This design comes from an exercise in tuning for small area, a short achievable clock period and few clock cycles on the open sky130 flow, not from production work. No run shown here included a check of the RTL's function; only the layout flow was run.

==> flow/design.v, too long to show whole: its modules and the start of the top module <==
// module dual_port_RAM_0: 14 lines
// module row_pass: 227 lines
// module col_pass: 236 lines
// module M2: 261 lines
module M2 (
	input  logic        Clock_50,
	input  logic        Resetn,
	input  logic [15:0] SRAM_read_data,
	input  logic        M2_start,
	output logic        SRAM_we_n,
	output logic        M2_done,
	output logic [15:0] SRAM_write_data,
	output logic [17:0] SRAM_address
);
  // ...
==> flow/flow/run.sh <==
#!/bin/bash
# The standard layout, with timing repair aiming at 8 ns of setup slack
# instead of 0.  The clock period and constraints are the standard flow's.
set -euo pipefail
bash standard.sh SETUP_SLACK_MARGIN=8 finish > standard.log 2>&1
==> flow/standard.sh <==
#!/bin/bash
# synth_recipe.tcl (not shown) runs the flow's synth.tcl, then flattens the netlist and writes it again
# the make line also repeats each setting of config.mk as NAME=value (left out here)
make -C /OpenROAD-flow-scripts/flow DESIGN_CONFIG=/design/flow/config.mk WORK_HOME=/design/flow/orfs CLKGATE_MAP_FILE= SYNTH_SCRIPT=/design/flow/synth_recipe.tcl "${@:-finish}"
==> flow/config.mk <==
export PLATFORM = sky130hd
export DESIGN_NAME = M2
export DESIGN_NICKNAME = M2
export VERILOG_FILES = /design/flow/design.v
export SDC_FILE = /design/flow/constraint.sdc
export NUM_CORES = 8
export LEC_CHECK = 0
export CAP_MARGIN = 20
export CORE_MARGIN = 2
export CORE_UTILIZATION = 40
export CTS_CLUSTER_DIAMETER = 70
export CTS_CLUSTER_SIZE = 30
export SLEW_MARGIN = 20
export SYNTH_MEMORY_MAX_BITS = 4096
==> flow/constraint.sdc <==
create_clock -name core_clock -period 12.0 [get_ports {Clock_50}]
set_input_delay 2.4000 -clock core_clock [delete_from_list [all_inputs] [get_ports {Clock_50}]]
set_output_delay 2.4000 -clock core_clock [all_outputs]
set_load 0.01 [all_outputs]
==> metrics list, run 1 <==
* Run status: finished clean
- Post-cts gate resize count: 1453
- Fraction of area in multi-input gates: 45.2%
- Number of cells in the finished layout apart from fillers: 16500
- In this run the remaining antenna-violating nets after routing total 0.
- Headroom to the max-slew limit: 21.6%
- Net count after synthesis: 12700
* Peak-usage layer in the global routing report: met2
- Clock tree synthesis inserted a total of ~160 buffers.
* Uppermost metal layer occupied by signal nets: met5
* Top cell type's share of synthesized area: 34.8%
- Placed cells: 15500
* Maximum number of pins on one net before global-route repair: 144
- Counting every sink on the clock net gives 2564.
* Seq. cell area: approximately 69000 um2
- The routed design has about 440000 um of wire.
- Max-cap violations in this run came to 0.
* Top flip-flop cell by instance count after synthesis: edfxtp_1
- Crit path launch type: register
- Detailed placement finished with a half-perimeter wire length of 281000 um.
* Worst-case setup margin in the final layout: 6.50 ns
* Via-to-Cell Ratio: 5.66
* Count of input and output buffers: 54
- The commonest cells after synthesis are 1622 x edfxtp_1, 1047 x nor2_1, 977 x nand2_1.
- In this run the number of H-tree levels came out at 4.
- Adder and majority cell fraction of the synthesized area: 16.5%
- CP max stage cell: fa_1
- Yosys instantiated no cell more often than edfxtp_1.
- Multi-input comb cells: 7473
* Yosys Warn Count: 26
* Number of DRC markers after the initial detailed-route iteration: between 9000 and 10000
- Worst Setup Path Type: register to register
* Number of standard cells after synthesis: 11200
- In this run the critical register-to-register path is launched from cpass.sel1[1]$_SDFF_PP1_.
- Area taken by multi-input logic gates: 76900 um2
* Crit-path max FO: 6
==> module M2, before the edit <==
module M2 (
	input  logic        Clock_50,
	input  logic        Resetn,
	input  logic [15:0] SRAM_read_data,
	input  logic        M2_start,
	output logic        SRAM_we_n,
	output logic        M2_done,
	output logic [15:0] SRAM_write_data,
	output logic [17:0] SRAM_address
);
function automatic logic [7:0] clip(input logic [31:0] s);
	clip = s[31] ? 8'd0 : (|s[30:24]) ? 8'd255 : s[23:16];
endfunction
function automatic logic [3:0] inc12(input logic [3:0] v);
	inc12 = (v == 4'd11) ? 4'd0 : v + 4'd1;
endfunction
function automatic logic [2:0] nof(input logic [3:0] p);
	case (p)
		4'd0: nof = 3'd1; 4'd1: nof = 3'd3; 4'd3: nof = 3'd5; 4'd4: nof = 3'd2;
		4'd6: nof = 3'd7; 4'd7: nof = 3'd6; 4'd9: nof = 3'd0; default: nof = 3'd4;
	endcase
endfunction
logic        run;
logic [3:0]  q;              
logic [3:0]  rp0;            
logic [3:0]  cp0;            
logic [3:0]  cp1;            
logic        rd_on;          
logic        q_rd;
assign q_rd = (q != 4'd2) && (q != 4'd5) && (q != 4'd8) && (q != 4'd11);
logic [14:0] rowb;
logic [2:0]  rk;
logic [5:0]  rbc;
logic [4:0]  rbr;
logic [1:0]  rpl;
logic        r_last_bc;
logic [14:0] rinc;
assign r_last_bc = (rpl == 2'd0) ? (rbc == 6'd39) : (rbc == 6'd19);
always_comb begin
	if (rk != 3'd7)      rinc = (rpl == 2'd0) ? 15'd40 : 15'd20;
	else if (!r_last_bc) rinc = (rpl == 2'd0) ? -15'sd279 : -15'sd139;
	else                 rinc = 15'd1;
end
logic [16:0] waddr;
logic [2:0]  wk;
logic [1:0]  wp;
logic [5:0]  wbc;
logic [4:0]  wbr;
logic [1:0]  wpl;
logic        w_last_bc;
logic [16:0] winc;
assign w_last_bc = (wpl == 2'd0) ? (wbc == 6'd39) : (wbc == 6'd19);
always_comb begin
	if (wk != 3'd7)                    winc = (wpl == 2'd0) ? 17'd160 : 17'd80;
	else if (wp != 2'd3 || !w_last_bc) winc = (wpl == 2'd0) ? -17'sd1119 : -17'sd559;
	else                               winc = 17'd1;
end
logic [15:0] wb [0:7];
logic [3:0]  wb_cnt;
logic        wslot;          
logic        do_write;
logic        last_write;
assign last_write = (wpl == 2'd2) && (wbr == 5'd29) && w_last_bc && (wp == 2'd3) && (wk == 3'd7);
assign do_write = wslot && (wb_cnt != 4'd0);
always_ff @(posedge Clock_50 or negedge Resetn) begin
	if (!Resetn) begin
		run <= 1'b0; rd_on <= 1'b1;
		q <= 4'd0; rp0 <= 4'd8; cp0 <= 4'd2; cp1 <= 4'd1; wslot <= 1'b0;
		rowb <= 15'd9600; rk <= 3'd0; rbc <= 6'd0; rbr <= 5'd0; rpl <= 2'd0;
		waddr <= 17'd0; wk <= 3'd0; wp <= 2'd0; wbc <= 6'd0; wbr <= 5'd0; wpl <= 2'd0;
		SRAM_address <= 18'd0; SRAM_we_n <= 1'b1; SRAM_write_data <= 16'd0;
		M2_done <= 1'b0;
	end else begin
		SRAM_we_n <= 1'b1;
		if (!run) begin
			if (M2_start && !M2_done) run <= 1'b1;
		end else begin
			q <= inc12(q); rp0 <= inc12(rp0); cp0 <= inc12(cp0); cp1 <= inc12(cp1);
			wslot <= (q == 4'd1) || (q == 4'd4) || (q == 4'd7) || (q == 4'd10);
			if (q_rd) begin
				if (rd_on) begin
					SRAM_address <= {rowb, nof(q)};
					if (q == 4'd10) begin
						rowb <= rowb + rinc;
						rk <= rk + 3'd1;
						if (rk == 3'd7) begin
							if (!r_last_bc) rbc <= rbc + 6'd1;
							else begin
								rbc <= 6'd0;
								if (rbr != 5'd29) rbr <= rbr + 5'd1;
								else begin
									rbr <= 5'd0;
									if (rpl == 2'd2) rd_on <= 1'b0;
									else rpl <= rpl + 2'd1;
								end
							end
						end
					end
				end
			end else if (wb_cnt != 4'd0) begin
				SRAM_address <= {1'b0, waddr};
				SRAM_we_n <= 1'b0;
				SRAM_write_data <= wb[0];
				waddr <= waddr + winc;
				wk <= wk + 3'd1;
				if (wk == 3'd7) begin
					wp <= wp + 2'd1;
					if (wp == 2'd3) begin
						if (!w_last_bc) wbc <= wbc + 6'd1;
						else begin
							wbc <= 6'd0;
							if (wbr != 5'd29) wbr <= wbr + 5'd1;
							else begin
								wbr <= 5'd0;
								wpl <= wpl + 2'd1;
							end
						end
					end
				end
				if (last_write) begin
					M2_done <= 1'b1;
					run <= 1'b0;
				end
			end
		end
	end
end
logic [15:0] xr, xr2;
logic [17:0] xr3;            
always_ff @(posedge Clock_50) begin
	xr <= SRAM_read_data;
	xr2 <= xr;
	xr3 <= {{2{xr[15]}}, xr} + {xr[15], xr, 1'b0};
end
logic [29:0] rpa [0:3];
logic [29:0] rpb [0:3];
row_pass rpass (
	.clk(Clock_50), .x(xr2), .x3(xr3), .p0(rp0),
	.ra0(rpa[0]), .ra1(rpa[1]), .ra2(rpa[2]), .ra3(rpa[3]),
	.rb0(rpb[0]), .rb1(rpb[1]), .rb2(rpb[2]), .rb3(rpb[3])
);
logic        row_v;          
logic        row_end;        
logic [2:0]  rp_k;
logic        rp_par;
logic [21:0] stg [0:7];
logic        tw_we;
logic [2:0]  tw_i, tw_k;
logic        tw_par;
logic [5:0]  tw_addr;
always_ff @(posedge Clock_50) begin
	if (row_end) begin
		stg[0] <= rpa[2][29:8];    
		stg[1] <= rpa[0][29:8];    
		stg[2] <= rpb[1][29:8];    
		stg[3] <= rpa[1][29:8];    
		stg[4] <= rpb[3][29:8];    
		stg[5] <= rpb[2][29:8];    
		stg[6] <= rpa[3][29:8];    
		stg[7] <= rpb[0][29:8];    
	end else begin
		for (int j = 0; j < 7; j++) stg[j] <= stg[j + 1];
	end
end
function automatic logic [2:0] mof(input logic [2:0] i);
	case (i)
		3'd0: mof = 3'd1; 3'd1: mof = 3'd3; 3'd2: mof = 3'd5; 3'd3: mof = 3'd2;
		3'd4: mof = 3'd7; 3'd5: mof = 3'd6; 3'd6: mof = 3'd0; default: mof = 3'd4;
	endcase
endfunction
logic        cp_on, cp_pend, cp_par, cp_pend_par;
logic [2:0]  cp_m;
logic        cp_on_n, cp_par_n;
logic [2:0]  cp_m_n, cp_n_n;
logic [5:0]  cp_addr;
logic        cv1, col_done, col_odd;
logic [2:0]  cm1;
always_comb begin
	cp_on_n = cp_on; cp_m_n = cp_m; cp_par_n = cp_par;
	if (run && cp0 == 4'd11) begin
		if (cp_pend) begin
			cp_on_n = 1'b1; cp_m_n = 3'd0; cp_par_n = cp_pend_par;
		end else if (cp_on) begin
			cp_m_n = cp_m + 3'd1;
			if (cp_m == 3'd7) cp_on_n = 1'b0;
		end
	end
	cp_n_n = nof(run ? inc12(cp0) : cp0);
end
always_ff @(posedge Clock_50 or negedge Resetn) begin
	if (!Resetn) begin
		row_v <= 1'b0; row_end <= 1'b0; rp_k <= 3'd0; rp_par <= 1'b0;
		tw_we <= 1'b0; tw_i <= 3'd0; tw_k <= 3'd0; tw_par <= 1'b0; tw_addr <= 6'd0;
		cp_on <= 1'b0; cp_pend <= 1'b0; cp_par <= 1'b0; cp_pend_par <= 1'b0; cp_m <= 3'd0;
		cp_addr <= 6'd0;
		cv1 <= 1'b0; cm1 <= 3'd0; col_done <= 1'b0; col_odd <= 1'b0;
	end else begin
		if (run && q == 4'd10) row_v <= rd_on;
		row_end <= run && (q == 4'd3) && row_v;
		if (row_end) begin
			rp_k <= rp_k + 3'd1;
			if (rp_k == 3'd7) rp_par <= ~rp_par;
			tw_we <= 1'b1; tw_i <= 3'd0; tw_k <= rp_k; tw_par <= rp_par;
			tw_addr <= rp_par ? {mof(3'd0), rp_k} : {rp_k, mof(3'd0)};
		end else if (tw_we) begin
			tw_i <= tw_i + 3'd1;
			if (tw_i == 3'd7) tw_we <= 1'b0;
			tw_addr <= tw_par ? {mof(tw_i + 3'd1), tw_k} : {tw_k, mof(tw_i + 3'd1)};
		end
		if (row_end && rp_k == 3'd7) begin
			cp_pend <= 1'b1; cp_pend_par <= rp_par;
		end else if (run && cp0 == 4'd11) cp_pend <= 1'b0;
		cp_on <= cp_on_n; cp_m <= cp_m_n; cp_par <= cp_par_n;
		cp_addr <= cp_par_n ? {cp_m_n, cp_n_n} : {cp_n_n, cp_m_n};
		cv1 <= cp_on; cm1 <= cp_m;
		col_done <= (q == 4'd10) && cv1;
		col_odd <= cm1[0];
	end
end
logic [21:0] tb_rdata;
dual_port_RAM_0 tbuf (
	.clock(Clock_50), .wren(tw_we), .waddr(tw_addr), .wdata(stg[0]),
	.raddr(cp_addr), .rdata(tb_rdata)
);
logic [21:0] cx, cx2;
logic [23:0] cx3;            
always_ff @(posedge Clock_50) begin
	cx <= tb_rdata;
	cx2 <= cx;
	cx3 <= {{2{cx[21]}}, cx} + {cx[21], cx, 1'b0};
end
logic [31:0] cpa [0:3];
logic [31:0] cpb [0:3];
col_pass cpass (
	.clk(Clock_50), .x(cx2), .x3(cx3), .p0(cp1),
	.ra0(cpa[0]), .ra1(cpa[1]), .ra2(cpa[2]), .ra3(cpa[3]),
	.rb0(cpb[0]), .rb1(cpb[1]), .rb2(cpb[2]), .rb3(cpb[3])
);
logic [7:0] ev [0:7];
always_ff @(posedge Clock_50) begin
	if (col_done && !col_odd) begin
		for (int c = 0; c < 4; c++) begin
			ev[3 - c] <= clip(cpa[c]);
			ev[4 + c] <= clip(cpb[c]);
		end
	end
	if (col_done && col_odd) begin
		for (int c = 0; c < 4; c++) begin
			wb[3 - c] <= {ev[3 - c], clip(cpa[c])};
			wb[4 + c] <= {ev[4 + c], clip(cpb[c])};
		end
	end else if (do_write) begin
		for (int j = 0; j < 7; j++) wb[j] <= wb[j + 1];
	end
end
always_ff @(posedge Clock_50 or negedge Resetn) begin
	if (!Resetn) wb_cnt <= 4'd0;
	else if (col_done && col_odd) wb_cnt <= 4'd8;
	else if (do_write) wb_cnt <= wb_cnt - 4'd1;
end
endmodule
==> run 2, diff against run 1 <==
--- a/flow/design.v
+++ b/flow/design.v
@@ -350,105 +350,134 @@
   Gn[25] = G[25] | (P[25] & G[15]); Pn[25] = P[25] & P[15];
   Gn[26] = G[26] | (P[26] & G[15]); Pn[26] = P[26] & P[15];
   Gn[27] = G[27] | (P[27] & G[15]); Pn[27] = P[27] & P[15];
   Gn[28] = G[28] | (P[28] & G[15]); Pn[28] = P[28] & P[15];
   Gn[29] = G[29] | (P[29] & G[15]); Pn[29] = P[29] & P[15];
   G = Gn; P = Pn;
   add30 = p ^ {G[28:0], ci};
 endfunction
-logic [1:0] sel0; logic sg0;
+logic sg0;    
 always_ff @(posedge clk) case (p0)
-  4'd0: begin sel0 <= 2'd0; sg0 <= 1'b0; end
-  4'd1: begin sel0 <= 2'd0; sg0 <= 1'b1; end
-  4'd3: begin sel0 <= 2'd0; sg0 <= 1'b1; end
-  4'd4: begin sel0 <= 2'd1; sg0 <= 1'b0; end
-  4'd6: begin sel0 <= 2'd0; sg0 <= 1'b1; end
-  4'd7: begin sel0 <= 2'd1; sg0 <= 1'b1; end
-  4'd9: begin sel0 <= 2'd2; sg0 <= 1'b0; end
-  4'd10: begin sel0 <= 2'd2; sg0 <= 1'b0; end
-  default: begin sel0 <= 2'd3; sg0 <= 1'b0; end
+  4'd0: sg0 <= 1'b0;
+  4'd1: sg0 <= 1'b1;
+  4'd3: sg0 <= 1'b1;
+  4'd4: sg0 <= 1'b0;
+  4'd6: sg0 <= 1'b1;
+  4'd7: sg0 <= 1'b1;
+  4'd9: sg0 <= 1'b0;
+  4'd10: sg0 <= 1'b0;
+  default: sg0 <= 1'b0;
 endcase
 logic [15:0] yu0; assign yu0 = (x ^ {16{sg0}}) ^ {1'b1, 15'd0};
 logic [17:0] zu0; assign zu0 = (x3 ^ {18{sg0}}) ^ {1'b1, 17'd0};
+logic en0_0_0; always_ff @(posedge clk) en0_0_0 <= (p0 == 4'd0) || (p0 == 4'd1) || (p0 == 4'd3) || (p0 == 4'd6) || (p0 == 4'd9) || (p0 == 4'd10);
+logic en0_0_1; always_ff @(posedge clk) en0_0_1 <= (p0 == 4'd4) || (p0 == 4'd7);
+logic en0_1_0; always_ff @(posedge clk) en0_1_0 <= (p0 == 4'd0) || (p0 == 4'd1) || (p0 == 4'd3) || (p0 == 4'd4) || (p0 == 4'd6) || (p0 == 4'd7) || (p0 == 4'd9) || (p0 == 4'd10);
+logic en0_2_0; always_ff @(posedge clk) en0_2_0 <= (p0 == 4'd0) || (p0 == 4'd1) || (p0 == 4'd3) || (p0 == 4'd4) || (p0 == 4'd6) || (p0 == 4'd7);
+logic en0_2_1; always_ff @(posedge clk) en0_2_1 <= (p0 == 4'd9) || (p0 == 4'd10);
+logic en0_3_0; always_ff @(posedge clk) en0_3_0 <= (p0 == 4'd4) || (p0 == 4'd7) || (p0 == 4'd9) || (p0 == 4'd10);
 logic [29:0] r0 [0:3];
-assign r0[0] = (sel0==2'd0 ? (30'({yu0, 3'd0})) : sel0==2'd1 ? (30'({~zu0, 2'd0})) : sel0==2'd2 ? (30'({yu0, 3'd0})) : 30'd0);
-assign r0[1] = (sel0==2'd0 ? (30'({yu0, 11'd0})) : sel0==2'd1 ? (30'({yu0, 11'd0})) : sel0==2'd2 ? (30'({yu0, 11'd0})) : 30'd0);
-assign r0[2] = (sel0==2'd0 ? (30'({~zu0, 4'd0})) : sel0==2'd1 ? (30'({~zu0, 4'd0})) : sel0==2'd2 ? (30'({~yu0, 9'd0})) : 30'd0);
-assign r0[3] = (sel0==2'd0 ? 30'd0 : sel0==2'd1 ? (30'({~zu0, 5'd0})) : sel0==2'd2 ? (30'({~zu0, 5'd0})) : 30'd0);
+assign r0[0] = (({30{en0_0_0}} & (30'({yu0, 3'd0}))) | ({30{en0_0_1}} & (30'({~zu0, 2'd0}))));
+assign r0[1] = (({30{en0_1_0}} & (30'({yu0, 11'd0}))));
+assign r0[2] = (({30{en0_2_0}} & (30'({~zu0, 4'd0}))) | ({30{en0_2_1}} & (30'({~yu0, 9'd0}))));
+assign r0[3] = (({30{en0_3_0}} & (30'({~zu0, 5'd0}))));
 logic [29:0] t0_0s, t0_0c; assign {t0_0s, t0_0c} = csa(r0[0], r0[1], r0[2]);
 logic [29:0] t0_1s, t0_1c; assign {t0_1s, t0_1c} = csa(t0_0s, t0_0c, r0[3]);
-logic [29:0] ps0, pc0; assign ps0 = t0_1s; assign pc0 = t0_1c;
-logic [1:0] sel1; logic sg1;
+logic [29:0] ps0, pc0; always_ff @(posedge clk) begin ps0 <= t0_1s; pc0 <= t0_1c; end
+logic sg1;    
 always_ff @(posedge clk) case (p0)
-  4'd0: begin sel1 <= 2'd0; sg1 <= 1'b0; end
-  4'd1: begin sel1 <= 2'd0; sg1 <= 1'b0; end
-  4'd3: begin sel1 <= 2'd0; sg1 <= 1'b0; end
-  4'd4: begin sel1 <= 2'd1; sg1 <= 1'b0; end
-  4'd6: begin sel1 <= 2'd0; sg1 <= 1'b0; end
-  4'd7: begin sel1 <= 2'd1; sg1 <= 1'b1; end
-  4'd9: begin sel1 <= 2'd2; sg1 <= 1'b0; end
-  4'd10: begin sel1 <= 2'd2; sg1 <= 1'b1; end
-  default: begin sel1 <= 2'd3; sg1 <= 1'b0; end
+  4'd0: sg1 <= 1'b0;
+  4'd1: sg1 <= 1'b0;
+  4'd3: sg1 <= 1'b0;
+  4'd4: sg1 <= 1'b0;
+  4'd6: sg1 <= 1'b0;
+  4'd7: sg1 <= 1'b1;
+  4'd9: sg1 <= 1'b0;
+  4'd10: sg1 <= 1'b1;
+  default: sg1 <= 1'b0;
 endcase
 logic [15:0] yu1; assign yu1 = (x ^ {16{sg1}}) ^ {1'b1, 15'd0};
 logic [17:0] zu1; assign zu1 = (x3 ^ {18{sg1}}) ^ {1'b1, 17'd0};
+logic en1_0_0; always_ff @(posedge clk) en1_0_0 <= (p0 == 4'd0) || (p0 == 4'd1) || (p0 == 4'd3) || (p0 == 4'd6);
+logic en1_0_1; always_ff @(posedge clk) en1_0_1 <= (p0 == 4'd4) || (p0 == 4'd7) || (p0 == 4'd9) || (p0 == 4'd10);
+logic en1_1_0; always_ff @(posedge clk) en1_1_0 <= (p0 == 4'd0) || (p0 == 4'd1) || (p0 == 4'd3) || (p0 == 4'd4) || (p0 == 4'd6) || (p0 == 4'd7);
+logic en1_1_1; always_ff @(posedge clk) en1_1_1 <= (p0 == 4'd9) || (p0 == 4'd10);
+logic en1_2_0; always_ff @(posedge clk) en1_2_0 <= (p0 == 4'd0) || (p0 == 4'd1) || (p0 == 4'd3) || (p0 == 4'd4) || (p0 == 4'd6) || (p0 == 4'd7) || (p0 == 4'd9) || (p0 == 4'd10);
+logic en1_3_0; always_ff @(posedge clk) en1_3_0 <= (p0 == 4'd0) || (p0 == 4'd1) || (p0 == 4'd3) || (p0 == 4'd6) || (p0 == 4'd9) || (p0 == 4'd10);
+logic en1_3_1; always_ff @(posedge clk) en1_3_1 <= (p0 == 4'd4) || (p0 == 4'd7);
 logic [29:0] r1 [0:3];
-assign r1[0] = (sel1==2'd0 ? (30'({yu1, 10'd0})) : sel1==2'd1 ? (30'({yu1, 3'd0})) : sel1==2'd2 ? (30'({yu1, 3'd0})) : 30'd0);
-assign r1[1] = (sel1==2'd0 ? (30'({zu1, 1'd0})) : sel1==2'd1 ? (30'({zu1, 1'd0})) : sel1==2'd2 ? (30'({zu1, 8'd0})) : 30'd0);
-assign r1[2] = (sel1==2'd0 ? (30'({zu1, 8'd0})) : sel1==2'd1 ? (30'({zu1, 8'd0})) : sel1==2'd2 ? (30'({zu1, 8'd0})) : 30'd0);
-assign r1[3] = (sel1==2'd0 ? (30'({~zu1, 5'd0})) : sel1==2'd1 ? (30'(yu1)) : sel1==2'd2 ? (30'({~zu1, 5'd0})) : 30'd0);
+assign r1[0] = (({30{en1_0_0}} & (30'({yu1, 10'd0}))) | ({30{en1_0_1}} & (30'({yu1, 3'd0}))));
+assign r1[1] = (({30{en1_1_0}} & (30'({zu1, 1'd0}))) | ({30{en1_1_1}} & (30'({zu1, 8'd0}))));
+assign r1[2] = (({30{en1_2_0}} & (30'({zu1, 8'd0}))));
+assign r1[3] = (({30{en1_3_0}} & (30'({~zu1, 5'd0}))) | ({30{en1_3_1}} & (30'(yu1))));
 logic [29:0] t1_0s, t1_0c; assign {t1_0s, t1_0c} = csa(r1[0], r1[1], r1[2]);
 logic [29:0] t1_1s, t1_1c; assign {t1_1s, t1_1c} = csa(t1_0s, t1_0c, r1[3]);
-logic [29:0] ps1, pc1; assign ps1 = t1_1s; assign pc1 = t1_1c;
-logic [1:0] sel2; logic sg2;
+logic [29:0] ps1, pc1; always_ff @(posedge clk) begin ps1 <= t1_1s; pc1 <= t1_1c; end
+logic sg2;    
 always_ff @(posedge clk) case (p0)
-  4'd0: begin sel2 <= 2'd0; sg2 <= 1'b0; end
-  4'd1: begin sel2 <= 2'd0; sg2 <= 1'b1; end
-  4'd3: begin sel2 <= 2'd0; sg2 <= 1'b0; end
-  4'd4: begin sel2 <= 2'd1; sg2 <= 1'b1; end
-  4'd6: begin sel2 <= 2'd0; sg2 <= 1'b1; end
-  4'd7: begin sel2 <= 2'd1; sg2 <= 1'b0; end
-  4'd9: begin sel2 <= 2'd2; sg2 <= 1'b0; end
-  4'd10: begin sel2 <= 2'd2; sg2 <= 1'b1; end
-  default: begin sel2 <= 2'd3; sg2 <= 1'b0; end
+  4'd0: sg2 <= 1'b0;
+  4'd1: sg2 <= 1'b1;
+  4'd3: sg2 <= 1'b0;
+  4'd4: sg2 <= 1'b1;
+  4'd6: sg2 <= 1'b1;
+  4'd7: sg2 <= 1'b0;
+  4'd9: sg2 <= 1'b0;
+  4'd10: sg2 <= 1'b1;
+  default: sg2 <= 1'b0;
 endcase
 logic [15:0] yu2; assign yu2 = (x ^ {16{sg2}}) ^ {1'b1, 15'd0};
 logic [17:0] zu2; assign zu2 = (x3 ^ {18{sg2}}) ^ {1'b1, 17'd0};
+logic en2_0_0; always_ff @(posedge clk) en2_0_0 <= (p0 == 4'd0) || (p0 == 4'd1) || (p0 == 4'd3) || (p0 == 4'd6);
+logic en2_0_1; always_ff @(posedge clk) en2_0_1 <= (p0 == 4'd4) || (p0 == 4'd7);
+logic en2_0_2; always_ff @(posedge clk) en2_0_2 <= (p0 == 4'd9) || (p0 == 4'd10);
+logic en2_1_0; always_ff @(posedge clk) en2_1_0 <= (p0 == 4'd0) || (p0 == 4'd1) || (p0 == 4'd3) || (p0 == 4'd4) || (p0 == 4'd6) || (p0 == 4'd7) || (p0 == 4'd9) || (p0 == 4'd10);
+logic en2_2_0; always_ff @(posedge clk) en2_2_0 <= (p0 == 4'd0) || (p0 == 4'd1) || (p0 == 4'd3) || (p0 == 4'd4) || (p0 == 4'd6) || (p0 == 4'd7) || (p0 == 4'd9) || (p0 == 4'd10);
+logic en2_3_0; always_ff @(posedge clk) en2_3_0 <= (p0 == 4'd0) || (p0 == 4'd1) || (p0 == 4'd3) || (p0 == 4'd6);
+logic en2_3_1; always_ff @(posedge clk) en2_3_1 <= (p0 == 4'd4) || (p0 == 4'd7);
+logic en2_3_2; always_ff @(posedge clk) en2_3_2 <= (p0 == 4'd9) || (p0 == 4'd10);
 logic [29:0] r2 [0:3];
-assign r2[0] = (sel2==2'd0 ? (30'(yu2)) : sel2==2'd1 ? ({14'd0, ~yu2}) : sel2==2'd2 ? (30'({zu2, 3'd0})) : 30'd0);
-assign r2[1] = (sel2==2'd0 ? (30'({yu2, 4'd0})) : sel2==2'd1 ? (30'({yu2, 4'd0})) : sel2==2'd2 ? (30'({yu2, 4'd0})) : 30'd0);
-assign r2[2] = (sel2==2'd0 ? (30'({yu2, 10'd0})) : sel2==2'd1 ? (30'({yu2, 10'd0})) : sel2==2'd2 ? (30'({yu2, 10'd0})) : 30'd0);
-assign r2[3] = (sel2==2'd0 ? (30'({zu2, 5'd0})) : sel2==2'd1 ? (30'({~yu2, 8'd0})) : sel2==2'd2 ? (30'({zu2, 7'd0})) : 30'd0);
+assign r2[0] = (({30{en2_0_0}} & (30'(yu2))) | ({30{en2_0_1}} & ({14'd0, ~yu2})) | ({30{en2_0_2}} & (30'({zu2, 3'd0}))));
+assign r2[1] = (({30{en2_1_0}} & (30'({yu2, 4'd0}))));
+assign r2[2] = (({30{en2_2_0}} & (30'({yu2, 10'd0}))));
+assign r2[3] = (({30{en2_3_0}} & (30'({zu2, 5'd0}))) | ({30{en2_3_1}} & (30'({~yu2, 8'd0}))) | ({30{en2_3_2}} & (30'({zu2, 7'd0}))));
 logic [29:0] t2_0s, t2_0c; assign {t2_0s, t2_0c} = csa(r2[0], r2[1], r2[2]);
 logic [29:0] t2_1s, t2_1c; assign {t2_1s, t2_1c} = csa(t2_0s, t2_0c, r2[3]);
-logic [29:0] ps2, pc2; assign ps2 = t2_1s; assign pc2 = t2_1c;
-logic [1:0] sel3; logic sg3;
+logic [29:0] ps2, pc2; always_ff @(posedge clk) begin ps2 <= t2_1s; pc2 <= t2_1c; end
+logic sg3;    
 always_ff @(posedge clk) case (p0)
-  4'd0: begin sel3 <= 2'd0; sg3 <= 1'b0; end
-  4'd1: begin sel3 <= 2'd0; sg3 <= 1'b1; end
-  4'd3: begin sel3 <= 2'd0; sg3 <= 1'b0; end
-  4'd4: begin sel3 <= 2'd1; sg3 <= 1'b1; end
-  4'd6: begin sel3 <= 2'd0; sg3 <= 1'b0; end
-  4'd7: begin sel3 <= 2'd1; sg3 <= 1'b0; end
-  4'd9: begin sel3 <= 2'd2; sg3 <= 1'b0; end
-  4'd10: begin sel3 <= 2'd2; sg3 <= 1'b0; end
-  default: begin sel3 <= 2'd3; sg3 <= 1'b0; end
+  4'd0: sg3 <= 1'b0;
+  4'd1: sg3 <= 1'b1;
+  4'd3: sg3 <= 1'b0;
+  4'd4: sg3 <= 1'b1;
+  4'd6: sg3 <= 1'b0;
+  4'd7: sg3 <= 1'b0;
+  4'd9: sg3 <= 1'b0;
+  4'd10: sg3 <= 1'b0;
+  default: sg3 <= 1'b0;
 endcase
 logic [15:0] yu3; assign yu3 = (x ^ {16{sg3}}) ^ {1'b1, 15'd0};
 logic [17:0] zu3; assign zu3 = (x3 ^ {18{sg3}}) ^ {1'b1, 17'd0};
+logic en3_0_0; always_ff @(posedge clk) en3_0_0 <= (p0 == 4'd0) || (p0 == 4'd1) || (p0 == 4'd3) || (p0 == 4'd6) || (p0 == 4'd9) || (p0 == 4'd10);
+logic en3_0_1; always_ff @(posedge clk) en3_0_1 <= (p0 == 4'd4) || (p0 == 4'd7);
+logic en3_1_0; always_ff @(posedge clk) en3_1_0 <= (p0 == 4'd0) || (p0 == 4'd1) || (p0 == 4'd3) || (p0 == 4'd6);
+logic en3_1_1; always_ff @(posedge clk) en3_1_1 <= (p0 == 4'd4) || (p0 == 4'd7);
+logic en3_1_2; always_ff @(posedge clk) en3_1_2 <= (p0 == 4'd9) || (p0 == 4'd10);
+logic en3_2_0; always_ff @(posedge clk) en3_2_0 <= (p0 == 4'd0) || (p0 == 4'd1) || (p0 == 4'd3) || (p0 == 4'd4) || (p0 == 4'd6) || (p0 == 4'd7) || (p0 == 4'd9) || (p0 == 4'd10);
+logic en3_3_0; always_ff @(posedge clk) en3_3_0 <= (p0 == 4'd4) || (p0 == 4'd7);
+logic en3_3_1; always_ff @(posedge clk) en3_3_1 <= (p0 == 4'd9) || (p0 == 4'd10);
 logic [29:0] r3 [0:3];
-assign r3[0] = (sel3==2'd0 ? (30'({yu3, 4'd0})) : sel3==2'd1 ? (30'({~yu3, 5'd0})) : sel3==2'd2 ? (30'({yu3, 4'd0})) : 30'd0);
-assign r3[1] = (sel3==2'd0 ? ({14'd0, ~yu3}) : sel3==2'd1 ? (30'({yu3, 2'd0})) : sel3==2'd2 ? (30'({zu3, 3'd0})) : 30'd0);
-assign r3[2] = (sel3==2'd0 ? (30'({zu3, 7'd0})) : sel3==2'd1 ? (30'({zu3, 7'd0})) : sel3==2'd2 ? (30'({zu3, 7'd0})) : 30'd0);
-assign r3[3] = (sel3==2'd0 ? 30'd0 : sel3==2'd1 ? (30'({zu3, 9'd0})) : sel3==2'd2 ? (30'({yu3, 10'd0})) : 30'd0);
+assign r3[0] = (({30{en3_0_0}} & (30'({yu3, 4'd0}))) | ({30{en3_0_1}} & (30'({~yu3, 5'd0}))));
+assign r3[1] = (({30{en3_1_0}} & ({14'd0, ~yu3})) | ({30{en3_1_1}} & (30'({yu3, 2'd0}))) | ({30{en3_1_2}} & (30'({zu3, 3'd0}))));
+assign r3[2] = (({30{en3_2_0}} & (30'({zu3, 7'd0}))));
+assign r3[3] = (({30{en3_3_0}} & (30'({zu3, 9'd0}))) | ({30{en3_3_1}} & (30'({yu3, 10'd0}))));
 logic [29:0] t3_0s, t3_0c; assign {t3_0s, t3_0c} = csa(r3[0], r3[1], r3[2]);
 logic [29:0] t3_1s, t3_1c; assign {t3_1s, t3_1c} = csa(t3_0s, t3_0c, r3[3]);
-logic [29:0] ps3, pc3; assign ps3 = t3_1s; assign pc3 = t3_1c;
-logic [3:0] p1; assign p1 = p0;
+logic [29:0] ps3, pc3; always_ff @(posedge clk) begin ps3 <= t3_1s; pc3 <= t3_1c; end
+logic [3:0] p1; always_ff @(posedge clk) p1 <= p0;
 logic xb, ld; always_ff @(posedge clk) begin ld <= (p1 == 4'd11); case (p1)
   4'd1: xb <= 1'b1;
   4'd2: xb <= 1'b1;
   4'd3: xb <= 1'b1;
   4'd5: xb <= 1'b1;
   4'd6: xb <= 1'b1;
   4'd11: xb <= 1'b1;
   default: xb <= 1'b0;
@@ -586,105 +615,134 @@
   Gn[27] = G[27] | (P[27] & G[15]); Pn[27] = P[27] & P[15];
   Gn[28] = G[28] | (P[28] & G[15]); Pn[28] = P[28] & P[15];
   Gn[29] = G[29] | (P[29] & G[15]); Pn[29] = P[29] & P[15];
   Gn[30] = G[30] | (P[30] & G[15]); Pn[30] = P[30] & P[15];
   Gn[31] = G[31] | (P[31] & G[15]); Pn[31] = P[31] & P[15];
   G = Gn; P = Pn;
   add32 = p ^ {G[30:0], ci};
 endfunction
-logic [1:0] sel0; logic sg0;
+logic sg0;    
 always_ff @(posedge clk) case (p0)
-  4'd0: begin sel0 <= 2'd0; sg0 <= 1'b0; end
-  4'd1: begin sel0 <= 2'd0; sg0 <= 1'b1; end
-  4'd3: begin sel0 <= 2'd0; sg0 <= 1'b1; end
-  4'd4: begin sel0 <= 2'd1; sg0 <= 1'b0; end
-  4'd6: begin sel0 <= 2'd0; sg0 <= 1'b1; end
-  4'd7: begin sel0 <= 2'd1; sg0 <= 1'b1; end
-  4'd9: begin sel0 <= 2'd2; sg0 <= 1'b0; end
-  4'd10: begin sel0 <= 2'd2; sg0 <= 1'b0; end
-  default: begin sel0 <= 2'd3; sg0 <= 1'b0; end
+  4'd0: sg0 <= 1'b0;
+  4'd1: sg0 <= 1'b1;
+  4'd3: sg0 <= 1'b1;
+  4'd4: sg0 <= 1'b0;
+  4'd6: sg0 <= 1'b1;
+  4'd7: sg0 <= 1'b1;
+  4'd9: sg0 <= 1'b0;
+  4'd10: sg0 <= 1'b0;
+  default: sg0 <= 1'b0;
 endcase
 logic [21:0] yu0; assign yu0 = (x ^ {22{sg0}}) ^ {1'b1, 21'd0};
 logic [23:0] zu0; assign zu0 = (x3 ^ {24{sg0}}) ^ {1'b1, 23'd0};
+logic en0_0_0; always_ff @(posedge clk) en0_0_0 <= (p0 == 4'd0) || (p0 == 4'd1) || (p0 == 4'd3) || (p0 == 4'd6) || (p0 == 4'd9) || (p0 == 4'd10);
+logic en0_0_1; always_ff @(posedge clk) en0_0_1 <= (p0 == 4'd4) || (p0 == 4'd7);
+logic en0_1_0; always_ff @(posedge clk) en0_1_0 <= (p0 == 4'd0) || (p0 == 4'd1) || (p0 == 4'd3) || (p0 == 4'd4) || (p0 == 4'd6) || (p0 == 4'd7) || (p0 == 4'd9) || (p0 == 4'd10);
+logic en0_2_0; always_ff @(posedge clk) en0_2_0 <= (p0 == 4'd0) || (p0 == 4'd1) || (p0 == 4'd3) || (p0 == 4'd4) || (p0 == 4'd6) || (p0 == 4'd7);
+logic en0_2_1; always_ff @(posedge clk) en0_2_1 <= (p0 == 4'd9) || (p0 == 4'd10);
+logic en0_3_0; always_ff @(posedge clk) en0_3_0 <= (p0 == 4'd4) || (p0 == 4'd7) || (p0 == 4'd9) || (p0 == 4'd10);
 logic [31:0] r0 [0:3];
-assign r0[0] = (sel0==2'd0 ? (32'({yu0, 3'd0})) : sel0==2'd1 ? (32'({~zu0, 2'd0})) : sel0==2'd2 ? (32'({yu0, 3'd0})) : 32'd0);
-assign r0[1] = (sel0==2'd0 ? (32'({yu0, 11'd0})) : sel0==2'd1 ? (32'({yu0, 11'd0})) : sel0==2'd2 ? (32'({yu0, 11'd0})) : 32'd0);
-assign r0[2] = (sel0==2'd0 ? (32'({~zu0, 4'd0})) : sel0==2'd1 ? (32'({~zu0, 4'd0})) : sel0==2'd2 ? (32'({~yu0, 9'd0})) : 32'd0);
-assign r0[3] = (sel0==2'd0 ? 32'd0 : sel0==2'd1 ? (32'({~zu0, 5'd0})) : sel0==2'd2 ? (32'({~zu0, 5'd0})) : 32'd0);
+assign r0[0] = (({32{en0_0_0}} & (32'({yu0, 3'd0}))) | ({32{en0_0_1}} & (32'({~zu0, 2'd0}))));
+assign r0[1] = (({32{en0_1_0}} & (32'({yu0, 11'd0}))));
+assign r0[2] = (({32{en0_2_0}} & (32'({~zu0, 4'd0}))) | ({32{en0_2_1}} & (32'({~yu0, 9'd0}))));
+assign r0[3] = (({32{en0_3_0}} & (32'({~zu0, 5'd0}))));
 logic [31:0] t0_0s, t0_0c; assign {t0_0s, t0_0c} = csa(r0[0], r0[1], r0[2]);
 logic [31:0] t0_1s, t0_1c; assign {t0_1s, t0_1c} = csa(t0_0s, t0_0c, r0[3]);
-logic [31:0] ps0, pc0; assign ps0 = t0_1s; assign pc0 = t0_1c;
-logic [1:0] sel1; logic sg1;
+logic [31:0] ps0, pc0; always_ff @(posedge clk) begin ps0 <= t0_1s; pc0 <= t0_1c; end
+logic sg1;    
 always_ff @(posedge clk) case (p0)
-  4'd0: begin sel1 <= 2'd0; sg1 <= 1'b0; end
-  4'd1: begin sel1 <= 2'd0; sg1 <= 1'b0; end
-  4'd3: begin sel1 <= 2'd0; sg1 <= 1'b0; end
-  4'd4: begin sel1 <= 2'd1; sg1 <= 1'b0; end
-  4'd6: begin sel1 <= 2'd0; sg1 <= 1'b0; end
-  4'd7: begin sel1 <= 2'd1; sg1 <= 1'b1; end
-  4'd9: begin sel1 <= 2'd2; sg1 <= 1'b0; end
-  4'd10: begin sel1 <= 2'd2; sg1 <= 1'b1; end
-  default: begin sel1 <= 2'd3; sg1 <= 1'b0; end
+  4'd0: sg1 <= 1'b0;
+  4'd1: sg1 <= 1'b0;
+  4'd3: sg1 <= 1'b0;
+  4'd4: sg1 <= 1'b0;
+  4'd6: sg1 <= 1'b0;
+  4'd7: sg1 <= 1'b1;
+  4'd9: sg1 <= 1'b0;
+  4'd10: sg1 <= 1'b1;
+  default: sg1 <= 1'b0;
 endcase
 logic [21:0] yu1; assign yu1 = (x ^ {22{sg1}}) ^ {1'b1, 21'd0};
 logic [23:0] zu1; assign zu1 = (x3 ^ {24{sg1}}) ^ {1'b1, 23'd0};
+logic en1_0_0; always_ff @(posedge clk) en1_0_0 <= (p0 == 4'd0) || (p0 == 4'd1) || (p0 == 4'd3) || (p0 == 4'd6);
+logic en1_0_1; always_ff @(posedge clk) en1_0_1 <= (p0 == 4'd4) || (p0 == 4'd7) || (p0 == 4'd9) || (p0 == 4'd10);
+logic en1_1_0; always_ff @(posedge clk) en1_1_0 <= (p0 == 4'd0) || (p0 == 4'd1) || (p0 == 4'd3) || (p0 == 4'd4) || (p0 == 4'd6) || (p0 == 4'd7);
+logic en1_1_1; always_ff @(posedge clk) en1_1_1 <= (p0 == 4'd9) || (p0 == 4'd10);
+logic en1_2_0; always_ff @(posedge clk) en1_2_0 <= (p0 == 4'd0) || (p0 == 4'd1) || (p0 == 4'd3) || (p0 == 4'd4) || (p0 == 4'd6) || (p0 == 4'd7) || (p0 == 4'd9) || (p0 == 4'd10);
+logic en1_3_0; always_ff @(posedge clk) en1_3_0 <= (p0 == 4'd0) || (p0 == 4'd1) || (p0 == 4'd3) || (p0 == 4'd6) || (p0 == 4'd9) || (p0 == 4'd10);
+logic en1_3_1; always_ff @(posedge clk) en1_3_1 <= (p0 == 4'd4) || (p0 == 4'd7);
 logic [31:0] r1 [0:3];
-assign r1[0] = (sel1==2'd0 ? (32'({yu1, 10'd0})) : sel1==2'd1 ? (32'({yu1, 3'd0})) : sel1==2'd2 ? (32'({yu1, 3'd0})) : 32'd0);
-assign r1[1] = (sel1==2'd0 ? (32'({zu1, 1'd0})) : sel1==2'd1 ? (32'({zu1, 1'd0})) : sel1==2'd2 ? (32'({zu1, 8'd0})) : 32'd0);
-assign r1[2] = (sel1==2'd0 ? (32'({zu1, 8'd0})) : sel1==2'd1 ? (32'({zu1, 8'd0})) : sel1==2'd2 ? (32'({zu1, 8'd0})) : 32'd0);
-assign r1[3] = (sel1==2'd0 ? (32'({~zu1, 5'd0})) : sel1==2'd1 ? (32'(yu1)) : sel1==2'd2 ? (32'({~zu1, 5'd0})) : 32'd0);
+assign r1[0] = (({32{en1_0_0}} & (32'({yu1, 10'd0}))) | ({32{en1_0_1}} & (32'({yu1, 3'd0}))));
+assign r1[1] = (({32{en1_1_0}} & (32'({zu1, 1'd0}))) | ({32{en1_1_1}} & (32'({zu1, 8'd0}))));
+assign r1[2] = (({32{en1_2_0}} & (32'({zu1, 8'd0}))));
+assign r1[3] = (({32{en1_3_0}} & (32'({~zu1, 5'd0}))) | ({32{en1_3_1}} & (32'(yu1))));
 logic [31:0] t1_0s, t1_0c; assign {t1_0s, t1_0c} = csa(r1[0], r1[1], r1[2]);
 logic [31:0] t1_1s, t1_1c; assign {t1_1s, t1_1c} = csa(t1_0s, t1_0c, r1[3]);
-logic [31:0] ps1, pc1; assign ps1 = t1_1s; assign pc1 = t1_1c;
-logic [1:0] sel2; logic sg2;
+logic [31:0] ps1, pc1; always_ff @(posedge clk) begin ps1 <= t1_1s; pc1 <= t1_1c; end
+logic sg2;    
 always_ff @(posedge clk) case (p0)
-  4'd0: begin sel2 <= 2'd0; sg2 <= 1'b0; end
-  4'd1: begin sel2 <= 2'd0; sg2 <= 1'b1; end
-  4'd3: begin sel2 <= 2'd0; sg2 <= 1'b0; end
-  4'd4: begin sel2 <= 2'd1; sg2 <= 1'b1; end
-  4'd6: begin sel2 <= 2'd0; sg2 <= 1'b1; end
-  4'd7: begin sel2 <= 2'd1; sg2 <= 1'b0; end
-  4'd9: begin sel2 <= 2'd2; sg2 <= 1'b0; end
-  4'd10: begin sel2 <= 2'd2; sg2 <= 1'b1; end
-  default: begin sel2 <= 2'd3; sg2 <= 1'b0; end
+  4'd0: sg2 <= 1'b0;
+  4'd1: sg2 <= 1'b1;
+  4'd3: sg2 <= 1'b0;
+  4'd4: sg2 <= 1'b1;
+  4'd6: sg2 <= 1'b1;
+  4'd7: sg2 <= 1'b0;
+  4'd9: sg2 <= 1'b0;
+  4'd10: sg2 <= 1'b1;
+  default: sg2 <= 1'b0;
 endcase
 logic [21:0] yu2; assign yu2 = (x ^ {22{sg2}}) ^ {1'b1, 21'd0};
 logic [23:0] zu2; assign zu2 = (x3 ^ {24{sg2}}) ^ {1'b1, 23'd0};
+logic en2_0_0; always_ff @(posedge clk) en2_0_0 <= (p0 == 4'd0) || (p0 == 4'd1) || (p0 == 4'd3) || (p0 == 4'd6);
+logic en2_0_1; always_ff @(posedge clk) en2_0_1 <= (p0 == 4'd4) || (p0 == 4'd7);
+logic en2_0_2; always_ff @(posedge clk) en2_0_2 <= (p0 == 4'd9) || (p0 == 4'd10);
+logic en2_1_0; always_ff @(posedge clk) en2_1_0 <= (p0 == 4'd0) || (p0 == 4'd1) || (p0 == 4'd3) || (p0 == 4'd4) || (p0 == 4'd6) || (p0 == 4'd7) || (p0 == 4'd9) || (p0 == 4'd10);
+logic en2_2_0; always_ff @(posedge clk) en2_2_0 <= (p0 == 4'd0) || (p0 == 4'd1) || (p0 == 4'd3) || (p0 == 4'd4) || (p0 == 4'd6) || (p0 == 4'd7) || (p0 == 4'd9) || (p0 == 4'd10);
+logic en2_3_0; always_ff @(posedge clk) en2_3_0 <= (p0 == 4'd0) || (p0 == 4'd1) || (p0 == 4'd3) || (p0 == 4'd6);
+logic en2_3_1; always_ff @(posedge clk) en2_3_1 <= (p0 == 4'd4) || (p0 == 4'd7);
+logic en2_3_2; always_ff @(posedge clk) en2_3_2 <= (p0 == 4'd9) || (p0 == 4'd10);
 logic [31:0] r2 [0:3];
-assign r2[0] = (sel2==2'd0 ? (32'(yu2)) : sel2==2'd1 ? ({10'd0, ~yu2}) : sel2==2'd2 ? (32'({zu2, 3'd0})) : 32'd0);
-assign r2[1] = (sel2==2'd0 ? (32'({yu2, 4'd0})) : sel2==2'd1 ? (32'({yu2, 4'd0})) : sel2==2'd2 ? (32'({yu2, 4'd0})) : 32'd0);
-assign r2[2] = (sel2==2'd0 ? (32'({yu2, 10'd0})) : sel2==2'd1 ? (32'({yu2, 10'd0})) : sel2==2'd2 ? (32'({yu2, 10'd0})) : 32'd0);
-assign r2[3] = (sel2==2'd0 ? (32'({zu2, 5'd0})) : sel2==2'd1 ? (32'({~yu2, 8'd0})) : sel2==2'd2 ? (32'({zu2, 7'd0})) : 32'd0);
+assign r2[0] = (({32{en2_0_0}} & (32'(yu2))) | ({32{en2_0_1}} & ({10'd0, ~yu2})) | ({32{en2_0_2}} & (32'({zu2, 3'd0}))));
+assign r2[1] = (({32{en2_1_0}} & (32'({yu2, 4'd0}))));
+assign r2[2] = (({32{en2_2_0}} & (32'({yu2, 10'd0}))));
+assign r2[3] = (({32{en2_3_0}} & (32'({zu2, 5'd0}))) | ({32{en2_3_1}} & (32'({~yu2, 8'd0}))) | ({32{en2_3_2}} & (32'({zu2, 7'd0}))));
 logic [31:0] t2_0s, t2_0c; assign {t2_0s, t2_0c} = csa(r2[0], r2[1], r2[2]);
 logic [31:0] t2_1s, t2_1c; assign {t2_1s, t2_1c} = csa(t2_0s, t2_0c, r2[3]);
-logic [31:0] ps2, pc2; assign ps2 = t2_1s; assign pc2 = t2_1c;
-logic [1:0] sel3; logic sg3;
+logic [31:0] ps2, pc2; always_ff @(posedge clk) begin ps2 <= t2_1s; pc2 <= t2_1c; end
+logic sg3;    
 always_ff @(posedge clk) case (p0)
-  4'd0: begin sel3 <= 2'd0; sg3 <= 1'b0; end
-  4'd1: begin sel3 <= 2'd0; sg3 <= 1'b1; end
-  4'd3: begin sel3 <= 2'd0; sg3 <= 1'b0; end
-  4'd4: begin sel3 <= 2'd1; sg3 <= 1'b1; end
-  4'd6: begin sel3 <= 2'd0; sg3 <= 1'b0; end
-  4'd7: begin sel3 <= 2'd1; sg3 <= 1'b0; end
-  4'd9: begin sel3 <= 2'd2; sg3 <= 1'b0; end
-  4'd10: begin sel3 <= 2'd2; sg3 <= 1'b0; end
-  default: begin sel3 <= 2'd3; sg3 <= 1'b0; end
+  4'd0: sg3 <= 1'b0;
+  4'd1: sg3 <= 1'b1;
+  4'd3: sg3 <= 1'b0;
+  4'd4: sg3 <= 1'b1;
+  4'd6: sg3 <= 1'b0;
+  4'd7: sg3 <= 1'b0;
+  4'd9: sg3 <= 1'b0;
+  4'd10: sg3 <= 1'b0;
+  default: sg3 <= 1'b0;
 endcase
 logic [21:0] yu3; assign yu3 = (x ^ {22{sg3}}) ^ {1'b1, 21'd0};
 logic [23:0] zu3; assign zu3 = (x3 ^ {24{sg3}}) ^ {1'b1, 23'd0};
+logic en3_0_0; always_ff @(posedge clk) en3_0_0 <= (p0 == 4'd0) || (p0 == 4'd1) || (p0 == 4'd3) || (p0 == 4'd6) || (p0 == 4'd9) || (p0 == 4'd10);
+logic en3_0_1; always_ff @(posedge clk) en3_0_1 <= (p0 == 4'd4) || (p0 == 4'd7);
+logic en3_1_0; always_ff @(posedge clk) en3_1_0 <= (p0 == 4'd0) || (p0 == 4'd1) || (p0 == 4'd3) || (p0 == 4'd6);
+logic en3_1_1; always_ff @(posedge clk) en3_1_1 <= (p0 == 4'd4) || (p0 == 4'd7);
+logic en3_1_2; always_ff @(posedge clk) en3_1_2 <= (p0 == 4'd9) || (p0 == 4'd10);
+logic en3_2_0; always_ff @(posedge clk) en3_2_0 <= (p0 == 4'd0) || (p0 == 4'd1) || (p0 == 4'd3) || (p0 == 4'd4) || (p0 == 4'd6) || (p0 == 4'd7) || (p0 == 4'd9) || (p0 == 4'd10);
+logic en3_3_0; always_ff @(posedge clk) en3_3_0 <= (p0 == 4'd4) || (p0 == 4'd7);
+logic en3_3_1; always_ff @(posedge clk) en3_3_1 <= (p0 == 4'd9) || (p0 == 4'd10);
 logic [31:0] r3 [0:3];
-assign r3[0] = (sel3==2'd0 ? (32'({yu3, 4'd0})) : sel3==2'd1 ? (32'({~yu3, 5'd0})) : sel3==2'd2 ? (32'({yu3, 4'd0})) : 32'd0);
-assign r3[1] = (sel3==2'd0 ? ({10'd0, ~yu3}) : sel3==2'd1 ? (32'({yu3, 2'd0})) : sel3==2'd2 ? (32'({zu3, 3'd0})) : 32'd0);
-assign r3[2] = (sel3==2'd0 ? (32'({zu3, 7'd0})) : sel3==2'd1 ? (32'({zu3, 7'd0})) : sel3==2'd2 ? (32'({zu3, 7'd0})) : 32'd0);
-assign r3[3] = (sel3==2'd0 ? 32'd0 : sel3==2'd1 ? (32'({zu3, 9'd0})) : sel3==2'd2 ? (32'({yu3, 10'd0})) : 32'd0);
+assign r3[0] = (({32{en3_0_0}} & (32'({yu3, 4'd0}))) | ({32{en3_0_1}} & (32'({~yu3, 5'd0}))));
+assign r3[1] = (({32{en3_1_0}} & ({10'd0, ~yu3})) | ({32{en3_1_1}} & (32'({yu3, 2'd0}))) | ({32{en3_1_2}} & (32'({zu3, 3'd0}))));
+assign r3[2] = (({32{en3_2_0}} & (32'({zu3, 7'd0}))));
+assign r3[3] = (({32{en3_3_0}} & (32'({zu3, 9'd0}))) | ({32{en3_3_1}} & (32'({yu3, 10'd0}))));
 logic [31:0] t3_0s, t3_0c; assign {t3_0s, t3_0c} = csa(r3[0], r3[1], r3[2]);
 logic [31:0] t3_1s, t3_1c; assign {t3_1s, t3_1c} = csa(t3_0s, t3_0c, r3[3]);
-logic [31:0] ps3, pc3; assign ps3 = t3_1s; assign pc3 = t3_1c;
-logic [3:0] p1; assign p1 = p0;
+logic [31:0] ps3, pc3; always_ff @(posedge clk) begin ps3 <= t3_1s; pc3 <= t3_1c; end
+logic [3:0] p1; always_ff @(posedge clk) p1 <= p0;
 logic xb, ld; always_ff @(posedge clk) begin ld <= (p1 == 4'd11); case (p1)
   4'd1: xb <= 1'b1;
   4'd2: xb <= 1'b1;
   4'd3: xb <= 1'b1;
   4'd5: xb <= 1'b1;
   4'd6: xb <= 1'b1;
   4'd11: xb <= 1'b1;
   default: xb <= 1'b0;
@@ -777,45 +835,45 @@
 logic [1:0]  wp;
 logic [5:0]  wbc;
 logic [4:0]  wbr;
 logic [1:0]  wpl;
 logic        w_last_bc;
 logic [16:0] winc;
 assign w_last_bc = (wpl == 2'd0) ? (wbc == 6'd39) : (wbc == 6'd19);
 always_comb begin
-	if (wk != 3'd7)                    winc = (wpl == 2'd0) ? 17'd160 : 17'd80;
+	if (wk == 3'd3)                    winc = (wpl == 2'd0) ? -17'sd800 : -17'sd400;
+	else if (wk != 3'd7)               winc = (wpl == 2'd0) ? 17'd320 : 17'd160;
 	else if (wp != 2'd3 || !w_last_bc) winc = (wpl == 2'd0) ? -17'sd1119 : -17'sd559;
 	else                               winc = 17'd1;
 end
 logic [15:0] wb [0:7];
 logic [3:0]  wb_cnt;
 logic        wslot;          
 logic        do_write;
 logic        last_write;
 assign last_write = (wpl == 2'd2) && (wbr == 5'd29) && w_last_bc && (wp == 2'd3) && (wk == 3'd7);
 assign do_write = wslot && (wb_cnt != 4'd0);
 always_ff @(posedge Clock_50 or negedge Resetn) begin
 	if (!Resetn) begin
 		run <= 1'b0; rd_on <= 1'b1;
 		q <= 4'd0; rp0 <= 4'd8; cp0 <= 4'd2; cp1 <= 4'd1; wslot <= 1'b0;
 		rowb <= 15'd9600; rk <= 3'd0; rbc <= 6'd0; rbr <= 5'd0; rpl <= 2'd0;
 		waddr <= 17'd0; wk <= 3'd0; wp <= 2'd0; wbc <= 6'd0; wbr <= 5'd0; wpl <= 2'd0;
-		SRAM_address <= 18'd0; SRAM_we_n <= 1'b1; SRAM_write_data <= 16'd0;
+		SRAM_we_n <= 1'b1;
 		M2_done <= 1'b0;
 	end else begin
 		SRAM_we_n <= 1'b1;
 		if (!run) begin
 			if (M2_start && !M2_done) run <= 1'b1;
 		end else begin
 			q <= inc12(q); rp0 <= inc12(rp0); cp0 <= inc12(cp0); cp1 <= inc12(cp1);
 			wslot <= (q == 4'd1) || (q == 4'd4) || (q == 4'd7) || (q == 4'd10);
 			if (q_rd) begin
 				if (rd_on) begin
-					SRAM_address <= {rowb, nof(q)};
 					if (q == 4'd10) begin
 						rowb <= rowb + rinc;
 						rk <= rk + 3'd1;
 						if (rk == 3'd7) begin
 							if (!r_last_bc) rbc <= rbc + 6'd1;
 							else begin
 								rbc <= 6'd0;
 								if (rbr != 5'd29) rbr <= rbr + 5'd1;
@@ -824,19 +882,17 @@
 									if (rpl == 2'd2) rd_on <= 1'b0;
 									else rpl <= rpl + 2'd1;
 								end
 							end
 						end
 					end
 				end
 			end else if (wb_cnt != 4'd0) begin
-				SRAM_address <= {1'b0, waddr};
 				SRAM_we_n <= 1'b0;
-				SRAM_write_data <= wb[0];
 				waddr <= waddr + winc;
 				wk <= wk + 3'd1;
 				if (wk == 3'd7) begin
 					wp <= wp + 2'd1;
 					if (wp == 2'd3) begin
 						if (!w_last_bc) wbc <= wbc + 6'd1;
 						else begin
 							wbc <= 6'd0;
@@ -851,16 +907,25 @@
 				if (last_write) begin
 					M2_done <= 1'b1;
 					run <= 1'b0;
 				end
 			end
 		end
 	end
 end
+always_ff @(posedge Clock_50) begin
+	if (run) begin
+		if (q_rd) SRAM_address <= {rowb, nof(q)};
+		else begin
+			SRAM_address <= {1'b0, waddr};
+			SRAM_write_data <= wb[wk];
+		end
+	end
+end
 logic [15:0] xr, xr2;
 logic [17:0] xr3;            
 always_ff @(posedge Clock_50) begin
 	xr <= SRAM_read_data;
 	xr2 <= xr;
 	xr3 <= {{2{xr[15]}}, xr} + {xr[15], xr, 1'b0};
 end
 logic [29:0] rpa [0:3];
@@ -899,18 +964,18 @@
 		3'd4: mof = 3'd7; 3'd5: mof = 3'd6; 3'd6: mof = 3'd0; default: mof = 3'd4;
 	endcase
 endfunction
 logic        cp_on, cp_pend, cp_par, cp_pend_par;
 logic [2:0]  cp_m;
 logic        cp_on_n, cp_par_n;
 logic [2:0]  cp_m_n, cp_n_n;
 logic [5:0]  cp_addr;
-logic        cv1, col_done, col_odd;
-logic [2:0]  cm1;
+logic        cv1, cv2, col_done, col_odd;
+logic [2:0]  cm1, cm2;
 always_comb begin
 	cp_on_n = cp_on; cp_m_n = cp_m; cp_par_n = cp_par;
 	if (run && cp0 == 4'd11) begin
 		if (cp_pend) begin
 			cp_on_n = 1'b1; cp_m_n = 3'd0; cp_par_n = cp_pend_par;
 		end else if (cp_on) begin
 			cp_m_n = cp_m + 3'd1;
 			if (cp_m == 3'd7) cp_on_n = 1'b0;
@@ -919,38 +984,39 @@
 	cp_n_n = nof(run ? inc12(cp0) : cp0);
 end
 always_ff @(posedge Clock_50 or negedge Resetn) begin
 	if (!Resetn) begin
 		row_v <= 1'b0; row_end <= 1'b0; rp_k <= 3'd0; rp_par <= 1'b0;
 		tw_we <= 1'b0; tw_i <= 3'd0; tw_k <= 3'd0; tw_par <= 1'b0; tw_addr <= 6'd0;
 		cp_on <= 1'b0; cp_pend <= 1'b0; cp_par <= 1'b0; cp_pend_par <= 1'b0; cp_m <= 3'd0;
 		cp_addr <= 6'd0;
-		cv1 <= 1'b0; cm1 <= 3'd0; col_done <= 1'b0; col_odd <= 1'b0;
+		cv1 <= 1'b0; cm1 <= 3'd0; cv2 <= 1'b0; cm2 <= 3'd0; col_done <= 1'b0; col_odd <= 1'b0;
 	end else begin
 		if (run && q == 4'd10) row_v <= rd_on;
-		row_end <= run && (q == 4'd3) && row_v;
+		row_end <= run && (q == 4'd4) && row_v;
 		if (row_end) begin
 			rp_k <= rp_k + 3'd1;
 			if (rp_k == 3'd7) rp_par <= ~rp_par;
 			tw_we <= 1'b1; tw_i <= 3'd0; tw_k <= rp_k; tw_par <= rp_par;
 			tw_addr <= rp_par ? {mof(3'd0), rp_k} : {rp_k, mof(3'd0)};
 		end else if (tw_we) begin
 			tw_i <= tw_i + 3'd1;
 			if (tw_i == 3'd7) tw_we <= 1'b0;
 			tw_addr <= tw_par ? {mof(tw_i + 3'd1), tw_k} : {tw_k, mof(tw_i + 3'd1)};
 		end
 		if (row_end && rp_k == 3'd7) begin
 			cp_pend <= 1'b1; cp_pend_par <= rp_par;
 		end else if (run && cp0 == 4'd11) cp_pend <= 1'b0;
 		cp_on <= cp_on_n; cp_m <= cp_m_n; cp_par <= cp_par_n;
 		cp_addr <= cp_par_n ? {cp_m_n, cp_n_n} : {cp_n_n, cp_m_n};
 		cv1 <= cp_on; cm1 <= cp_m;
-		col_done <= (q == 4'd10) && cv1;
-		col_odd <= cm1[0];
+		cv2 <= cv1;   cm2 <= cm1;
+		col_done <= (q == 4'd11) && cv2;
+		col_odd <= cm2[0];
 	end
 end
 logic [21:0] tb_rdata;
 dual_port_RAM_0 tbuf (
 	.clock(Clock_50), .wren(tw_we), .waddr(tw_addr), .wdata(stg[0]),
 	.raddr(cp_addr), .rdata(tb_rdata)
 );
 logic [21:0] cx, cx2;
@@ -962,31 +1028,32 @@
 end
 logic [31:0] cpa [0:3];
 logic [31:0] cpb [0:3];
 col_pass cpass (
 	.clk(Clock_50), .x(cx2), .x3(cx3), .p0(cp1),
 	.ra0(cpa[0]), .ra1(cpa[1]), .ra2(cpa[2]), .ra3(cpa[3]),
 	.rb0(cpb[0]), .rb1(cpb[1]), .rb2(cpb[2]), .rb3(cpb[3])
 );
-logic [7:0] ev [0:7];
+logic [7:0] smp [0:7];
+always_comb begin
+	for (int c = 0; c < 4; c++) begin
+		smp[3 - c] = clip(cpa[c]);
+		smp[4 + c] = clip(cpb[c]);
+	end
+end
 always_ff @(posedge Clock_50) begin
 	if (col_done && !col_odd) begin
-		for (int c = 0; c < 4; c++) begin
-			ev[3 - c] <= clip(cpa[c]);
-			ev[4 + c] <= clip(cpb[c]);
-		end
+		for (int j = 0; j < 4; j++) wb[j] <= {smp[2 * j], smp[2 * j + 1]};
 	end
 	if (col_done && col_odd) begin
-		for (int c = 0; c < 4; c++) begin
-			wb[3 - c] <= {ev[3 - c], clip(cpa[c])};
-			wb[4 + c] <= {ev[4 + c], clip(cpb[c])};
+		for (int j = 0; j < 4; j++) begin
+			wb[j]     <= {wb[j][15:8], smp[2 * j]};
+			wb[4 + j] <= {wb[j][7:0], smp[2 * j + 1]};
 		end
-	end else if (do_write) begin
-		for (int j = 0; j < 7; j++) wb[j] <= wb[j + 1];
 	end
 end
 always_ff @(posedge Clock_50 or negedge Resetn) begin
 	if (!Resetn) wb_cnt <= 4'd0;
 	else if (col_done && col_odd) wb_cnt <= 4'd8;
 	else if (do_write) wb_cnt <= wb_cnt - 4'd1;
 end
 endmodule
==> flow/flow/run.sh (replaced) <==
#!/bin/bash
# The standard layout, with timing repair aiming at 8.1 ns of setup slack
# instead of 0.  The clock period and constraints are the standard flow's.
set -euo pipefail
bash standard.sh SETUP_SLACK_MARGIN=8.1 finish > standard.log 2>&1
==> run 2 against run 1 <==
Effect of this change: still clean; via count down 5.7%; die area grew 4.6%; critical path depth decreased by 23; sequential share of layout area grew 7.0 points; sequential cell count up 381; global-route usage down 2.6 points; non-clock buffer count shrank 768; first-iteration DRC count down 8.0%; final cell count decreased by 3.9%; critical path type is now register to output pin; largest cell class is now sequential cells; highest routed layer unchanged.
==> metrics list, run 2 <==
* Dpl hpwl: 279000 um (was 281000 um)
- Total Routed Length: 406000 um (was 439000 um)
- The post-synthesis net count is 12500 (was 12700).
- The most frequent standard cell in the layout excluding fill and tap cells is edfxtp_1 (unchanged).
- The number of cells after detailed placement is 15500 (about the same).
- The number of hold violations in the final report was 0 (unchanged).
- The most instantiated library cell after synthesis is edfxtp_1 (unchanged).
- Top flip-flop cell by instance count after synthesis: edfxtp_1 (unchanged)
* Clock latency at the later pin of the worst-skew pair: 0.97 ns (was 0.92 ns)
- The normalized max-slew margin is 18.8% (was 21.6%).
- Number of cells in the finished layout apart from fillers: 15900 (was 16500)
- Required time of the critical path: 9.60 ns (was 12.80 ns)
- The core region area came to 365000 um2 (was 349000 um2).
- The first-iteration detailed-routing DRC count was 9071 (was 9864).
- The number of levels in the clock H-tree came to 4 (unchanged).
- Kind of capture point of the worst setup path: output pin (was register)
* Run status: finished clean (unchanged)
* Async set-or-reset flop fraction in the synthesized netlist: 4.41% (was 6.32%)
- Maximum number of pins on one net before global-route repair: 172 (was 144)
- The share of Yosys cell area claimed by the top area cell type came to 32.7% (was 34.8%).
- Worst Setup Path Type: register to output pin (was register to register)
- The routed wire length per instance came to 25.6 um (was 26.6 um).
- Unrepaired setup endpoints after global routing: yes (unchanged).
- The slowest stage cell on the critical path is dfstp_2 (was fa_1).
* Transition at the pin with the smallest max-transition slack: 1.22 ns (was 1.18 ns)
- Worst-case setup margin in the final layout: 8.05 ns (was 6.50 ns)
* Top cells by count, synth: 1592 x edfxtp_1, 1223 x dfxtp_1, 765 x nand2_1 (was 1622 x edfxtp_1, 1047 x nor2_1, 977 x nand2_1)
- The I/O pin count came to 55 (unchanged).
- The routability-driven placement congestion ratio came to 0.919 (was 0.955).
- Crit-path max FO: 1 (was 6)
* Detailed-router iteration count before antenna repair: 8 (was 10)
- The number of port buffers was 54 (unchanged).
- The class of the most critical hold timing path was register to register (unchanged).
- The count of clock tree sinks was 2945 (was 2564).
* Yosys Warn Count: 26 (unchanged)
- Antenna violations before repair: 26 (was 18)
- Reg-to-reg critical path startpoint: rpass.pc3[11]$_DFF_P_ (was cpass.sel1[1]$_SDFF_PP1_)
- Via-to-Cell Ratio: 5.56 (was 5.66)
- Core utilization of the finished layout: 43.9% (was 48.8%)
- The arrival time reported for the critical path endpoint was 1.55 ns (was 6.30 ns).
* Max cap viols: 0 (unchanged)
* Clock transition at the registers of the reported paths: 0.08 ns (was 0.10 ns)
* Num CTS Buffers: 185 (was 158)
- The number of cells produced by synthesis came to 11100 (was 11200).
- The sort of element at the start of the critical path was a register (unchanged).
- The final worst clock skew was 0.125 ns (was 0.0457 ns).
- The number of routed nets with antenna violations was 0 (unchanged).
- The worst setup timing slack at the placement stage came to 7.39 ns (was 4.91 ns).
-- run 2: stage by stage --
step | area [um2] | hold WS (ns)
after detailed placement | 152000 | 0.353
after CTS | 159000 | 0.342
after floorplan | 146000 | 0.331
after global placement | 152000 | 0.333
final | 160000 | 0.342
after global routing | 160000 | 0.364
-- run 2: cell families (layout without fill, tap and decap cells) --
kind of cell             Yosys count  in the layout  synth area share, %
adder cells (fa/ha/maj)         1444           1444                 16.1
other                              0              5                    0
AO/OA/AOI/OAI                   1624           1624                 7.56
multiplexers                     693            693                 8.86
XOR/XNOR                         999            999                 5.98
flip-flops                      2945           2945                 51.6
buffers and inverters           1125           1120                 2.89
AND/OR/NAND/NOR                 2226           2226                 7.02
-- run 2: timing repair --
item                                    4_1_cts  5_1_grt
setup buffers                                24       21
gates resized for setup                     211       85
cloned                                        0        1
endpoints found under the setup margin      143      114
pin swaps                                    17       42
-- run 2: metal layers --
layer	wire length (um)	GRT usage, %	vias to the layer above
met1	169000	29.1	45200
li1	-	-	39200
met3	24500	2.37	615
met5	49	0	-
met4	13800	6.41	8
met2	198000	36.7	3145
-- run 2: final cells by class --
cell class,count,area [um2]
Antenna cell,5,12.5
Inverter,565,2130
Timing Repair Buffer,218,1780
Fill cell,32900,205000
Sequential cell,2945,75700
Clock buffer,196,4710
Multi-Input combinational cell,6986,67600
Clock inverter,141,2240
Tap cell,4816,6030
-- run 2: worst paths after layout --
check                                        endpoint  slack, ns  depth (start not counted)
max                                         SRAM_we_n       8.05                          1
min                                   xr2[13]$_DFF_P_       0.34                          0
max reg2reg                rpass.rb[3][28]$_SDFF_PP0_       8.22                         11
min reg2reg                           xr2[13]$_DFF_P_       0.34                          0
max in group asynchronous           wk[2]$_DFFE_PN0P_       9.09                          2
min in group asynchronous          rbr[2]$_DFFE_PN0P_       1.51                          1

-- what the ideal ports hide --
The flow's constraints put no driver on any port. The routed layouts listed below were extracted and timed again, unchanged, in two steps.
Step 1 sets driving cells, clkbuf_16 on the clock port and buf_2 on the other inputs (assumed; they add their load-dependent delay and slew).
Step 2 adds t to the input delays and takes it off the output delays; t is the mean of the earliest and latest rising clock arrival at the registers after step 1. Input paths then give back, and output paths get back, about the clock's delay inside the block.
Slacks: ideal / step 1 / step 2; pairs: ideal / step 1.
| run | t, ns | setup slack, ns | hold slack, ns | worst setup path after step 2 |
|---|---|---|---|---|
| run 1 | 0.999 | 6.504 / 6.504 / 6.504 | 0.361 / 0.361 / 0.361 | register to register |
| run 2 | 1.007 | 8.051 / 7.950 / 8.142 | 0.342 / 0.342 / 0.342 | input, reset recovery |
After both steps every run listed still meets setup and hold. Setup slack includes reset recovery checks.
